What follows belongs to an exercise in optimizing a design on an open flow for small area and a short achievable clock period; a production flow would make more cautious choices. Only simulation tests tie the RTL to the original design; equivalence was not proved.

==> trial 74: inputs <==
==> flow/design.v (excerpt) <==
module iir_DF1_Biquad (
  input clk,
  input rst,
  input signed [15:0] din,
  output signed [15:0] dout
);
clock: 11.0 ns
lec_check: 0
cap_margin: 20
core_margin: 2
core_utilization: 40
cts_buf_list: sky130_fd_sc_hd__clkbuf_8
cts_cluster_diameter: 200
cts_cluster_size: 40
slew_margin: 20
synth_hierarchical: 1
synth_minimum_keep_size: 0
run.sh (not shown) runs the stock make flow with config.mk's settings and CLKGATE_MAP_FILE= SYNTH_SCRIPT=/design/flow/synth_recipe.tcl, a recipe that flattens the netlist after the stock synthesis.
==> trial 78: changes against trial 74 <==
CTS_BUF_LIST = sky130_fd_sc_hd__clkbuf_4 sky130_fd_sc_hd__clkbuf_8   (was sky130_fd_sc_hd__clkbuf_8)
CTS_CLUSTER_DIAMETER = not set   (was 200)
CTS_CLUSTER_SIZE = not set   (was 40)
==> trial 9: changes against trial 74 <==
CORE_UTILIZATION = 60   (was 40)
CTS_CLUSTER_DIAMETER = not set   (was 200)
CTS_CLUSTER_SIZE = not set   (was 40)
PLACE_DENSITY = 0.8   (was not set)
==> notes.md <==
Global-route usage is the same in trial 78 and trial 74.
Between trial 74 and trial 78, the lower clock skew is in trial 74 (gap 0.00074 ns).
The lowest sequential share of layout area belongs to trial 78, the highest to trial 9.
Trial 9 produced a clean layout. Trial 74 completed without violations. Trial 78 ran to the end with no violations.
Flip-flop and latch count is the same in trial 9 and trial 78.
Maximum frequency: trial 9 is smaller than trial 74 (about 0.5%).

---

==> inputs of v13 <==
iir_DF1_Biquad, a different RTL version from the one above (not shown whole).
// iir_DF1_Biquad
module iir_DF1_Biquad (
  input clk,
  input rst,
  input signed [15:0] din,
  output signed [15:0] dout
);
clock: 11.0 ns
lec_check: 0
cap_margin: 20
core_margin: 2
core_utilization: 60
cts_buf_list: sky130_fd_sc_hd__clkbuf_8
place_density: 0.8
slew_margin: 20
synth_hierarchical: 1
synth_minimum_keep_size: 0
standard.sh (not shown) runs the stock make flow with config.mk's settings and CLKGATE_MAP_FILE= SYNTH_SCRIPT=/design/flow/synth_recipe.tcl, a recipe that flattens the netlist after the stock synthesis.
==> flow/flow/run.sh <==
#!/bin/bash
# The standard layout (the standard.sh, standard synthesis unchanged) with a few
# settings changed: clock tree synthesis inserts no dummy loads, the port buffers are
# buf_2 cells instead of the default delay buffers, and timing repair aims for a
# setup slack of 6.8 ns rather than 0.
set -euo pipefail
export CTS_ARGS="-sink_clustering_enable -repair_clock_nets -buf_list {sky130_fd_sc_hd__clkbuf_8 sky130_fd_sc_hd__clkbuf_16} -dont_use_dummy_load"
export BUFFER_PORTS_ARGS="-buffer_cell sky130_fd_sc_hd__buf_2"
export SETUP_SLACK_MARGIN=6.8
bash standard.sh > standard.log 2>&1
==> v35 (differences from v13) <==
CORE_UTILIZATION = 50   (was 60)
PLACE_DENSITY = 0.7   (was 0.8)
==> v17 (differences from v13) <==
==> flow/flow/run.sh (replaced) <==
#!/bin/bash
# The standard layout (the standard.sh, standard synthesis unchanged) with a few
# settings changed: clock tree synthesis inserts no dummy loads, the port buffers are
# buf_2 cells instead of the default delay buffers, and timing repair aims for a
# setup slack of 7.0 ns rather than 0.
set -euo pipefail
export CTS_ARGS="-sink_clustering_enable -repair_clock_nets -buf_list {sky130_fd_sc_hd__clkbuf_8 sky130_fd_sc_hd__clkbuf_16} -dont_use_dummy_load"
export BUFFER_PORTS_ARGS="-buffer_cell sky130_fd_sc_hd__buf_2"
export SETUP_SLACK_MARGIN=7.0
bash standard.sh > standard.log 2>&1
==> notes.md <==
The flow ran to the end and the layout has no timing, DRC or antenna violations. The relative max-transition margin is 0.440, and the fraction of area in registers is 0.179. The initial core utilization is 0.607.

The tools report the via count of the first global-routing pass as 7727. The ratio of final minimum period to clock period was 0.370. The number of tap cells added at floorplan came out at 234. The count of buffers added by post-CTS timing repair for setup is 16. After layout, the minimum clock period comes to 4070 ps. In the final routing, the length of wire on met1 measures 9.39 mm. Post-detailed-route wirelength per cell: 22.9 µm. The logs give 0.349 for the global-route track usage on met1 and 11800 µm² for the cell area after placement. The first-pass GRT wire length came out at 41.7 mm. The floorplan step defined a die boundary enclosing 19900 µm². The clock reaches the later pin of the worst-skew pair after 350 ps. The tools report the worst setup path endpoint as y[11].

Multi-input combinational cell count: 598. The startpoint identified for the worst register-to-register timing path is y[0]. Post-cts repair resize count: 33.
the above is filed under v13

==> notes.md <==
In this run the cell area measured after placement is 11700 µm². The post-detailed-route wirelength per cell was 24.3 µm; the fraction of area in registers was 0.174. Origin of the critical flop-to-flop path: y[13].

The initial core utilization was 0.607. The most critical setup path has its endpoint at y[8]. The via count of the first global-routing pass is 7622. The flow ran to the end and the layout has no timing, DRC or antenna violations. Ratio of final minimum period to clock period: 0.366.

The first global-routing pass estimated 40.6 mm of wire. The logs give 599 for the multi-input combinational cell count and 360 ps for the clock latency on the worst-skew pair. The flow inserted 234 tap cells.
the above is filed under v17

==> notes.md <==
The ratio of final minimum period to clock period is 0.370. The relative max-transition margin is 0.472, and the count of buffers added by post-CTS timing repair for setup is 5. The worst register-to-register path begins at xb[8]. The detailed router put a total of 9.71 mm of wire on met1. The worst setup path endpoint was c1_14. The cell area after placement came out at 11800 µm².

After detailed routing, the average wire length per cell comes to 20.6 µm. The fraction of area in registers came out at 0.179. The initial core utilization is 0.514.

The first global-routing pass estimated 39.8 mm of wire. The clock period minus final worst setup slack works out to 4070 ps. The flow ran to the end and the layout has no timing, DRC or antenna violations. The number of tap cells added at floorplan was 280.
the above is filed under v35

==> what the ideal ports hide <==
The results above use ideal ports. As a check the final layouts listed here were re-extracted and re-timed, cells and wires unchanged.
Step 1 assumes that a clkbuf_16 drives the clock port and a buf_2 every other input.
Step 2 moves the port delays by t, midway between the first and last clock arrival at a register: inputs arrive t later, outputs are due t later. That takes back most of the time a late clock gives input paths.
Three values: ideal ports, drivers, drivers and shift; two values: the first two.
run | t (ns) | setup slack, ns | worst hold slack (ns) | worst setup path at the end | latest minus earliest clock arrival (ns)
trial 74 | 0.487 | 6.571 / 6.571 / 6.571 | 0.452 / 0.452 / 0.452 | register to register | 0.020 / 0.020
trial 78 | 0.488 | 6.567 / 6.567 / 6.567 | 0.452 / 0.452 / 0.452 | register to register | 0.020 / 0.020
trial 9 | 0.495 | 6.548 / 6.548 / 6.548 | 0.454 / 0.454 / 0.454 | register to register | 0.018 / 0.018
v13 | 0.388 | 6.926 / 6.926 / 6.926 | 0.524 / 0.524 / 0.524 | register to register | 0.014 / 0.014
v35 | 0.394 | 6.934 / 6.934 / 6.934 | 0.523 / 0.523 / 0.523 | register to register | 0.025 / 0.025
v17 | 0.397 | 6.973 / 6.973 / 6.897 | 0.581 / 0.581 / 0.581 | input to register | 0.020 / 0.019
After both steps setup and hold are still met in every run listed. The setup slack of v17, which loses most, moves by 0.000 ns with the drivers and by -0.076 ns with both steps.
